Context: an optimization exercise on an open-source flow, tuned for small area, a short achievable clock period and few clock cycles. The choices shown serve that exercise and are no tape-out recipe.
Function not checked in this run: the RTL went through the layout flow alone.
The clock cells of this run come from the design's own scripts or RTL, not from TritonCTS.
No driver is modelled on the clock port, so clock power and skew are understated where the tree is cut down; a real chip needs a root buffer or a tree.
Power figures rest on the tool's default switching activity, not on a simulated workload.

[flow/run.sh]
#!/bin/bash
# The standard layout, except for clock tree synthesis: after placement
# flow/cts_manual.tcl builds the clock tree (see mcts.tcl), then the
# standard flow continues from it. Each step's output goes to its own log.
set -euo pipefail
here=$(pwd)
bash standard.sh place > make_place.log 2>&1
bash standard.sh run RUN_SCRIPT="$here/flow/cts_manual.tcl" RUN_LOG_NAME_STEM=4_1_cts_manual \
    MCTS_LEAVES=24 MCTS_ROOT=clkinv_16 MCTS_LEAF=clkinv_8 > make_cts.log 2>&1
bash standard.sh finish > make_finish.log 2>&1
[flow/cts_manual.tcl]
# The CTS step of ORFS's cts.tcl, with a two-level clock tree built by
# mcts.tcl in place of TritonCTS: the clock port drives four root
# inverters, each root drives a group of leaf inverters, and each leaf
# drives a cluster of flip-flops. Every flip-flop sees two inversions.
utl::set_metrics_stage "cts__{}"
source $::env(SCRIPTS_DIR)/load.tcl
erase_non_stage_variables cts
load_design 3_place.odb 3_place.sdc

source [file join [file dirname [info script]] mcts.tcl]
set_dont_use $::env(DONT_USE_CELLS)
manual_cts $::env(MCTS_LEAVES) sky130_fd_sc_hd__$::env(MCTS_ROOT) sky130_fd_sc_hd__$::env(MCTS_LEAF) 4
set_propagated_clock [all_clocks]

log_cmd estimate_parasitics -placement
report_clock_latency
set_placement_padding -global \
  -left $::env(CELL_PAD_IN_SITES_DETAIL_PLACEMENT) \
  -right $::env(CELL_PAD_IN_SITES_DETAIL_PLACEMENT)
detailed_placement
log_cmd estimate_parasitics -placement

repair_timing_helper
detailed_placement
check_placement -verbose
report_clock_latency

report_metrics 4 "cts final"
orfs_write_db $::env(RESULTS_DIR)/4_1_cts.odb
orfs_write_sdc $::env(RESULTS_DIR)/4_cts.sdc
[flow/mcts.tcl]
proc outpin {inst} {
  foreach it [$inst getITerms] {
    if {[$it isOutputSignal]} { return $it }
  }
}
# manual two-level clock tree: clk -> root buffer -> K leaf buffers -> flops
proc manual_cts {K rootcell leafcell {R 1}} {
  set db [ord::get_db]
  set block [ord::get_db_block]
  set clknet [$block findNet clk]
  set sinks {}
  foreach it [$clknet getITerms] {
    lappend sinks $it
  }
  # sink locations
  set pts {}
  foreach it $sinks {
    set inst [$it getInst]
    set bb [$inst getBBox]
    lappend pts [list [expr {([$bb xMin]+[$bb xMax])/2}] [expr {([$bb yMin]+[$bb yMax])/2}]]
  }
  set n [llength $pts]
  # k-means init: spread over sorted-by-x/y grid
  set cx {}; set cy {}
  for {set k 0} {$k < $K} {incr k} {
    set p [lindex $pts [expr {($k * $n) / $K}]]
    lappend cx [lindex $p 0]; lappend cy [lindex $p 1]
  }
  # balanced-ish kmeans with capacity
  set cap [expr {int(ceil(double($n) / $K * 1.15))}]
  for {set iter 0} {$iter < 30} {incr iter} {
    set assign {}
    set cnt [lrepeat $K 0]
    # order points by distance to nearest center to make capacity fair
    set order {}
    for {set i 0} {$i < $n} {incr i} {
      set p [lindex $pts $i]
      set best 1e18
      for {set k 0} {$k < $K} {incr k} {
        set d [expr {abs([lindex $p 0]-[lindex $cx $k]) + abs([lindex $p 1]-[lindex $cy $k])}]
        if {$d < $best} {set best $d}
      }
      lappend order [list $i $best]
    }
    set order [lsort -real -index 1 $order]
    set assign [lrepeat $n -1]
    foreach o $order {
      set i [lindex $o 0]
      set p [lindex $pts $i]
      set ds {}
      for {set k 0} {$k < $K} {incr k} {
        lappend ds [list $k [expr {abs([lindex $p 0]-[lindex $cx $k]) + abs([lindex $p 1]-[lindex $cy $k])}]]
      }
      foreach kd [lsort -real -index 1 $ds] {
        set k [lindex $kd 0]
        if {[lindex $cnt $k] < $cap} {
          lset assign $i $k
          lset cnt $k [expr {[lindex $cnt $k] + 1}]
          break
        }
      }
    }
    set sx [lrepeat $K 0.0]; set sy [lrepeat $K 0.0]
    for {set i 0} {$i < $n} {incr i} {
      set k [lindex $assign $i]; set p [lindex $pts $i]
      lset sx $k [expr {[lindex $sx $k] + [lindex $p 0]}]
      lset sy $k [expr {[lindex $sy $k] + [lindex $p 1]}]
    }
    for {set k 0} {$k < $K} {incr k} {
      if {[lindex $cnt $k] > 0} {
        lset cx $k [expr {int([lindex $sx $k] / [lindex $cnt $k])}]
        lset cy $k [expr {int([lindex $sy $k] / [lindex $cnt $k])}]
      }
    }
  }
  puts "manual_cts: $n sinks, $K clusters, sizes $cnt"
  # root buffer at the clock port
  set bterm [$block findBTerm clk]
  set bb [$bterm getBBox]
  set px [expr {([$bb xMin]+[$bb xMax])/2}]; set py [expr {([$bb yMin]+[$bb yMax])/2}]
  # centroid of leaf centers
  set mx 0; set my 0
  for {set k 0} {$k < $K} {incr k} { set mx [expr {$mx + [lindex $cx $k]}]; set my [expr {$my + [lindex $cy $k]}] }
  set mx [expr {$mx / $K}]; set my [expr {$my / $K}]
  set rootm [$db findMaster $rootcell]
  set leafm [$db findMaster $leafcell]
  # group the leaf centers into R groups by angle around their centroid
  set grp {}
  for {set k 0} {$k < $K} {incr k} {
    set ang [expr {atan2([lindex $cy $k]-$my, [lindex $cx $k]-$mx)}]
    lappend grp [list $k $ang]
  }
  set grp [lsort -real -index 1 $grp]
  for {set r 0} {$r < $R} {incr r} { set members($r) {} }
  set idx 0
  foreach g $grp {
    set r [expr {($idx * $R) / $K}]
    lappend members($r) [lindex $g 0]
    incr idx
  }
  for {set r 0} {$r < $R} {incr r} {
    set sx 0; set sy 0
    foreach k $members($r) { set sx [expr {$sx + [lindex $cx $k]}]; set sy [expr {$sy + [lindex $cy $k]}] }
    set nm [llength $members($r)]
    # root sits between the group's centroid and the die centroid
    set rx [expr {($sx / $nm + $mx) / 2}]; set ry [expr {($sy / $nm + $my) / 2}]
    set root [odb::dbInst_create $block $rootm "mcts_root_$r"]
    $root setLocation [expr {int($rx)}] [expr {int($ry)}]
    $root setPlacementStatus PLACED
    set rootnet [odb::dbNet_create $block "mcts_root_net_$r"]
    $rootnet setSigType CLOCK
    [$root findITerm A] connect $clknet
    [outpin $root] connect $rootnet
    foreach k $members($r) {
      set lb [odb::dbInst_create $block $leafm "mcts_leaf_$k"]
      $lb setLocation [lindex $cx $k] [lindex $cy $k]
      $lb setPlacementStatus PLACED
      set ln [odb::dbNet_create $block "mcts_leaf_net_$k"]
      $ln setSigType CLOCK
      [$lb findITerm A] connect $rootnet
      [outpin $lb] connect $ln
      set leafnets($k) $ln
    }
  }
  for {set i 0} {$i < $n} {incr i} {
    set it [lindex $sinks $i]
    $it disconnect
    $it connect $leafnets([lindex $assign $i])
  }
}
[standard.sh]
#!/bin/bash
# synth_recipe.tcl (not shown) runs the flow's synth.tcl, then flattens the netlist and writes it again
# the make line also repeats each setting of config.mk as NAME=value (left out here)
make -C /OpenROAD-flow-scripts/flow DESIGN_CONFIG=/design/flow/config.mk WORK_HOME=/design/flow/orfs CLKGATE_MAP_FILE= SYNTH_SCRIPT=/design/flow/synth_recipe.tcl "${@:-finish}"
[config.mk]
export PLATFORM = sky130hd
export DESIGN_NAME = ME
export DESIGN_NICKNAME = ME
export VERILOG_FILES = /design/flow/design.v
export SDC_FILE = /design/flow/constraint.sdc
export NUM_CORES = 8
export LEC_CHECK = 0
export ABC_CLOCK_PERIOD_IN_PS = 1900
export CAP_MARGIN = 20
export CORE_MARGIN = 2
export CORE_UTILIZATION = 60
export SETUP_SLACK_MARGIN = 3.6
export SLEW_MARGIN = 20
export TNS_END_PERCENT = 100
[constraint.sdc]
create_clock -name core_clock -period 5.5 [get_ports {clk}]
set_input_delay 1.1000 -clock core_clock [delete_from_list [all_inputs] [get_ports {clk}]]
set_output_delay 1.1000 -clock core_clock [all_outputs]
set_load 0.01 [all_outputs]
[design.v]
module ME(
    input clk,
    input rst_n,
    input block_valid,
    input area_valid,
    input [7:0] in_data,
    output logic out_valid,
    output logic signed [2:0] out_vector
);
logic [7:0] pix [0:12];
always_ff @(posedge clk) begin
    pix[0] <= in_data;
    for (int d = 1; d < 13; d++) pix[d] <= pix[d-1];
end
logic bv;
always_ff @(posedge clk) bv <= block_valid;
logic [7:0] nblk [0:15];
always_ff @(posedge clk)
    if (bv) begin
        for (int k = 0; k < 15; k++) nblk[k] <= nblk[k+1];
        nblk[15] <= ~pix[0];
    end
logic [7:0] adv [0:15];
logic       adc [0:15];
always_ff @(posedge clk)
    for (int k = 0; k < 16; k++)
        {adc[k], adv[k]} <= {1'b0, pix[12 - 4*(k/4)]} + {1'b0, nblk[k]};
logic [5:0] pd0 [0:15];
logic [5:0] pd1 [0:15];
logic       kc1 [0:15];
function automatic [5:0] topmask(input integer s);
    integer m, k;
    m = (255 * (s + 1)) >> 6;
    k = 0;
    while (k < m) k = 2 * k + 1;
    topmask = k;
endfunction
always_ff @(posedge clk)
    for (int s = 0; s < 16; s++) begin
        logic [11:0] t;
        logic [6:0] q0;
        logic [6:0] q1;
        t = {4'd0, adv[s] ^ {8{~adc[s]}}};
        q0 = {1'b0, (s == 0 ? 6'd0 : pd0[s-1])} + {1'b0, t[5:0]} + {6'd0, adc[s]};
        q1 = {1'b0, (s == 0 ? 6'd0 : pd1[s-1])} + {1'b0, t[11:6]} + {6'd0, (s == 0 ? 1'b0 : kc1[s-1])};
        pd0[s] <= q0[5:0];
        kc1[s] <= q0[6];
        pd1[s] <= q1[5:0] & topmask(s);
    end
wire [11:0] sad_d = {pd1[15], pd0[15]};
wire [11:0] sad_k = {5'd0, kc1[15], 6'd0};
logic [11:0] sad;
always_ff @(posedge clk) sad <= sad_d + sad_k;
logic [5:0] idx;
logic v0, v1, v2, v3;
always_ff @(posedge clk, negedge rst_n)
    if (!rst_n) begin
        v0 <= 1'b0;
        v1 <= 1'b0;
        v2 <= 1'b0;
        v3 <= 1'b0;
    end else begin
        v0 <= area_valid;
        v1 <= v0;
        v2 <= v1;
        v3 <= v2;
    end
always_ff @(posedge clk)
    idx <= bv ? 6'd0 : idx + {5'd0, v3};
wire [2:0] cur_x = idx[2:0] - 3'd5;    
wire [2:0] cur_y = 3'd5 - idx[5:3];    
logic wok, wlast;
always_ff @(posedge clk) begin
    wok   <= v2 && (idx + {5'd0, v3}) >= 6'd27 && (idx[2:0] + {2'd0, v3}) >= 3'd3;
    wlast <= v2 && (idx + {5'd0, v3}) == 6'd63;
end
logic [11:0] nmlag, nprev;
logic        prev_ok, prev_better;
logic [2:0]  lag_x, lag_y, prev_x, prev_y;
wire better = wok && sad < ~nmlag && (!prev_ok || sad < ~nprev);
always_ff @(posedge clk) begin
    nprev       <= ~sad;
    prev_ok     <= wok;
    prev_better <= better;
    prev_x      <= cur_x;
    prev_y      <= cur_y;
    if (bv)
        nmlag <= 12'h000;    
    else if (prev_better) begin
        nmlag <= nprev;
        lag_x <= prev_x;
        lag_y <= prev_y;
    end
end
logic second;
always_ff @(posedge clk, negedge rst_n)
    if (!rst_n) begin
        out_valid  <= 1'b0;
        second     <= 1'b0;
        out_vector <= 3'd0;
    end else begin
        second    <= wlast;
        out_valid <= wlast || second;
        if (wlast)
            out_vector <= better ? cur_x : prev_better ? prev_x : lag_x;
        else if (second)
            out_vector <= prev_better ? prev_y : lag_y;
        else
            out_vector <= 3'd0;
    end
endmodule
==> key figures <==
Status
  • Status: complete, no violations

STA
  • Max-slew violation count: 0
  • Hold_ws: 0.325 ns
  • Final hold vios: 0
  • Final min period: 1.91 ns
  • RSZ-0062 raised after global routing: true
  • Final Skew: 0.0286 ns
  • Worst-Margin Slew: 0.647 ns
  • Final setup viols: 0
  • Max Clock Freq: 523 MHz
  • Slew HR: 56.8%
  • Final period utilization: 34.8%
  • Final setup TNS: 0 ns
  • Final worst slack: 3.59 ns

Route
  • DR top layer: met4
  • DR pass1 iterations: 6
  • Iteration-0 DRC Markers: 702
  • DRT Wirelength: 43000 um
  • Met3 Wirelength: 855 um
  • DR DRC count: 0
  • Via-per-instance ratio: 5.09
  • Final ANT Viol Nets: 0
  • Routed WL per cell: 15.8 um
  • Met2 routed WL: 20600 um
  • Post-Route M1 WL: 20500 um
  • Vias post-DR: 13.8k

Critical path
  • CP max stage cell: dfxtp_4
  • CP Class: reg2reg
  • R2r endpoint: out_vector[2]$_DFF_PN0_
  • Top delay family on crit path: compound AO/OA/AOI/OAI gates
  • Reg2Reg Setup Slack: 3.59 ns
  • Reg2reg path depth: 7
  • Crit-path max FO: 6
  • Arrival time worst endpoint: 2.01 ns
  • WP data required: 5.60 ns
  • CP Capture Type: register
  • CP Buf/Inv Count: 0
  • Max stage delay on crit path: 0.38 ns
  • Worst r2r src: sad[11]$_DFF_P_
  • Crit-path cells: ha_4 > nand4_4 > o21bai_4 > a2111oi_4 > o31ai_4 > o31a_1 > o2bb2ai_1
  • Critical Path Source Type: register

Floorplanning
  • IO Count: 16
  • Starting Density: 60.3%
  • Die area: 0.0447 mm^2
  • Die X: 211 um
  • Core Area: 0.0428 mm^2
  • Rows: 76
  • Die H: 211 um

Logic synthesis
  • Mux share of post-synthesis cell area: 1.34%
  • Synth Area in Compound Gates: 7.58%
  • Yosys reg bits: 637
  • Xor and xnor area share after synthesis: 11.5%
  • Distinct cells, synth: 45
  • Syn_area_per_cell: 12.3 um^2
  • Synthesized area: 0.0258 mm^2
  • EDFF count, synth: 134
  • Post-synthesis sequential area ratio: 54.8%
  • Largest family of logic cells by synthesized area: adder cells
  • Main flop type after synthesis: dfxtp_1
  • Synth warn: 8
  • Cells after synthesis: 2100
  • Syn_nets: 2419
  • Synth Area in Simple Gates: 4.87%
  • Post-synth ARST share: 1.41%
  • Synth Area in Adders: 16.7%

Placement
  • IO buf count: 15
  • GPL Wtd Cong: 0.812
  • Detailed-placement wirelength estimate: 32200 um
  • Placed cell areas: 0.0265 mm^2
  • DP Worst Slack: 3.40 ns

Global routing
  • Vias in the first global route: 13.9k
  • Initial antenna violation count: 0
  • Gr usage total: 19.3%
  • First-pass GRT wire length: 69800 um
  • Total gr overflow: 0
  • Largest net degree at the start of global routing: 64

Min path
  • Worst Hold Depth: 0
  • Hold wc startpoint: pix[6][3]$_DFF_P_
  • Min-Delay Endpoint: pix[7][3]$_DFF_P_
  • Worst hold path class: reg2reg

Power
  • Cell Pwr Density: 485 mW/mm^2
  • Peak supply drop: 317 uV
  • Power consumption: 13.6 mW
  • Leak: 11.9 nW

CTS
  • Skew-Pair Late Insertion Delay: 0.22 ns
  • Clock transition at path regs: 0.11 ns

Finish
  • Fraction of layout cells with a size suffix above 1: 12.0%
  • Final instance area: 0.0280 mm^2
  • Diode count: 0
  • Fin nets: 2487
  • Most frequent cells in the layout: dfxtp_1, xnor2_1, ha_1
  • Area growth from synthesis to layout: 8.60%
  • Commonest non-fill, non-tap cell in the layout: dfxtp_1

Job
  • Max Cap Viol: 0
[worst max-delay path by stage]
stage | start | to | slack [ns] | depth (start not counted)
floorplan | bv$_DFF_P_ | lag_x[0]$_DFFE_PN_ | 3.56 | 3
global placement | adc[8]$_DFF_P_ | kc1[8]$_DFF_P_ | 3.39 | 8
detailed placement | adc[8]$_DFF_P_ | kc1[8]$_DFF_P_ | 3.40 | 8
CTS | out_vector[1]$_DFF_PN0_ | out_vector[1] | 3.52 | 1
global route | sad[7]$_DFF_P_ | out_vector[2]$_DFF_PN0_ | 3.49 | 7
finish | sad[11]$_DFF_P_ | out_vector[2]$_DFF_PN0_ | 3.59 | 7
[logic make-up (layout without fill, tap and decap cells)]
kind of cell / Yosys count / count (layout)
AND/OR/NAND/NOR: 270 / 270
AO/OA/AOI/OAI: 303 / 303
adder cells (fa/ha/maj): 307 / 307
multiplexers: 33 / 33
flip-flops: 637 / 637
buffers and inverters: 210 / 276
XOR/XNOR: 340 / 340
[registers in the layout, summed over array words and instances (netlist names), 16 cells and up]
register / count
adc: 16
adv: 128
kc1: 16
nblk: 128
pd0: 96
pd1: 81
pix: 104
[worst register-to-register path: stages (launching register included)]
cell and delay, ns:
dfxtp_4 0.38, ha_4 0.25, nand4_4 0.13, o21bai_4 0.09
a2111oi_4 0.36, o31ai_4 0.17, o31a_1 0.31, o2bb2ai_1 0.12
[synthesized netlist by cell type (2+ instances only)]
cell,n,share of area (%)
a21o_1,64,1.9
a21oi_1,97,1.9
a21oi_2,14,0.47
a221oi_1,2,0.068
and2_1,2,0.048
and3_1,5,0.12
buf_2,10,0.19
buf_6,6,0.26
clkbuf_1,5,0.073
dfrtp_1,9,0.87
dfxtp_1,494,38
edfxtp_1,134,16
fa_1,61,4.7
ha_1,246,12
inv_1,188,2.7
mux2_2,12,0.52
mux2i_1,21,0.81
nand2_1,78,1.1
nand2b_1,21,0.51
nand3_1,13,0.25
nand3b_1,5,0.15
nand4_1,6,0.15
nor2_1,85,1.2
nor2b_1,30,0.73
nor3_1,20,0.39
o21ai_0,60,1.2
o21bai_1,37,1.1
o2bb2ai_1,3,0.10
o31a_1,3,0.10
o41ai_1,16,0.54
xnor2_1,295,10
xor2_1,45,1.5
[per-stage QoR]
step,util [%],instances
after detailed placement,62.0,2641
after floorplan,-,2100
after global placement,62.0,2641
after global routing,65.5,2712
final,65.5,2712
[report_power, final]
group,leakage [nW],total (mW),switching [mW],internal [mW]
sequential,5.59,6.85,0.797,6.05
combinational,6.08,5.02,2.45,2.57
clock,0.211,1.72,1.48,0.246
total,11.9,13.6,4.72,8.87
[final cells by class]
class / instances / area (um^2)
Tap cell: 546 / 683
Sequential cell: 637 / 14300
Timing Repair Buffer: 60 / 472
Fill cell: 3274 / 14800
Inverter: 216 / 1220
Multi-Input combinational cell: 1253 / 11400
[per-layer routing]
| metal | global-route usage [%] | vias up |
|---|---|---|
| met4 | 4.01 | 0 |
| met1 | 26.9 | 6544 |
| met5 | 0 | - |
| li1 | - | 7118 |
| met3 | 1.47 | 62 |
| met2 | 33.4 | 90 |

-- re-timing with driven ports --
How much do the figures lean on ideal ports? The routed layout below was timed once more, with nothing changed but the port constraints. Step 1 (the two cells are an assumption about what drives the block):
set clk [get_ports {clk}]
set_driving_cell -lib_cell sky130_fd_sc_hd__clkbuf_16 $clk
set_driving_cell -lib_cell sky130_fd_sc_hd__buf_2 [delete_from_list [all_inputs] $clk]
Step 2 times the ports against the registers' clock, not the clock port: input delays grow and output delays shrink by t, the midpoint of the rising clock arrivals with the driver on. Slacks: no drivers / after step 1 / after step 2; pairs: no drivers / after step 1.
t (ns): 0.441
setup WS [ns]: 3.587 / 3.469 / 3.587
pins driven straight from the clock port: 4
After both steps this run still meets setup and hold. For this run, drivers alone change the setup slack by -0.118 ns; drivers and shift together by 0.000 ns.
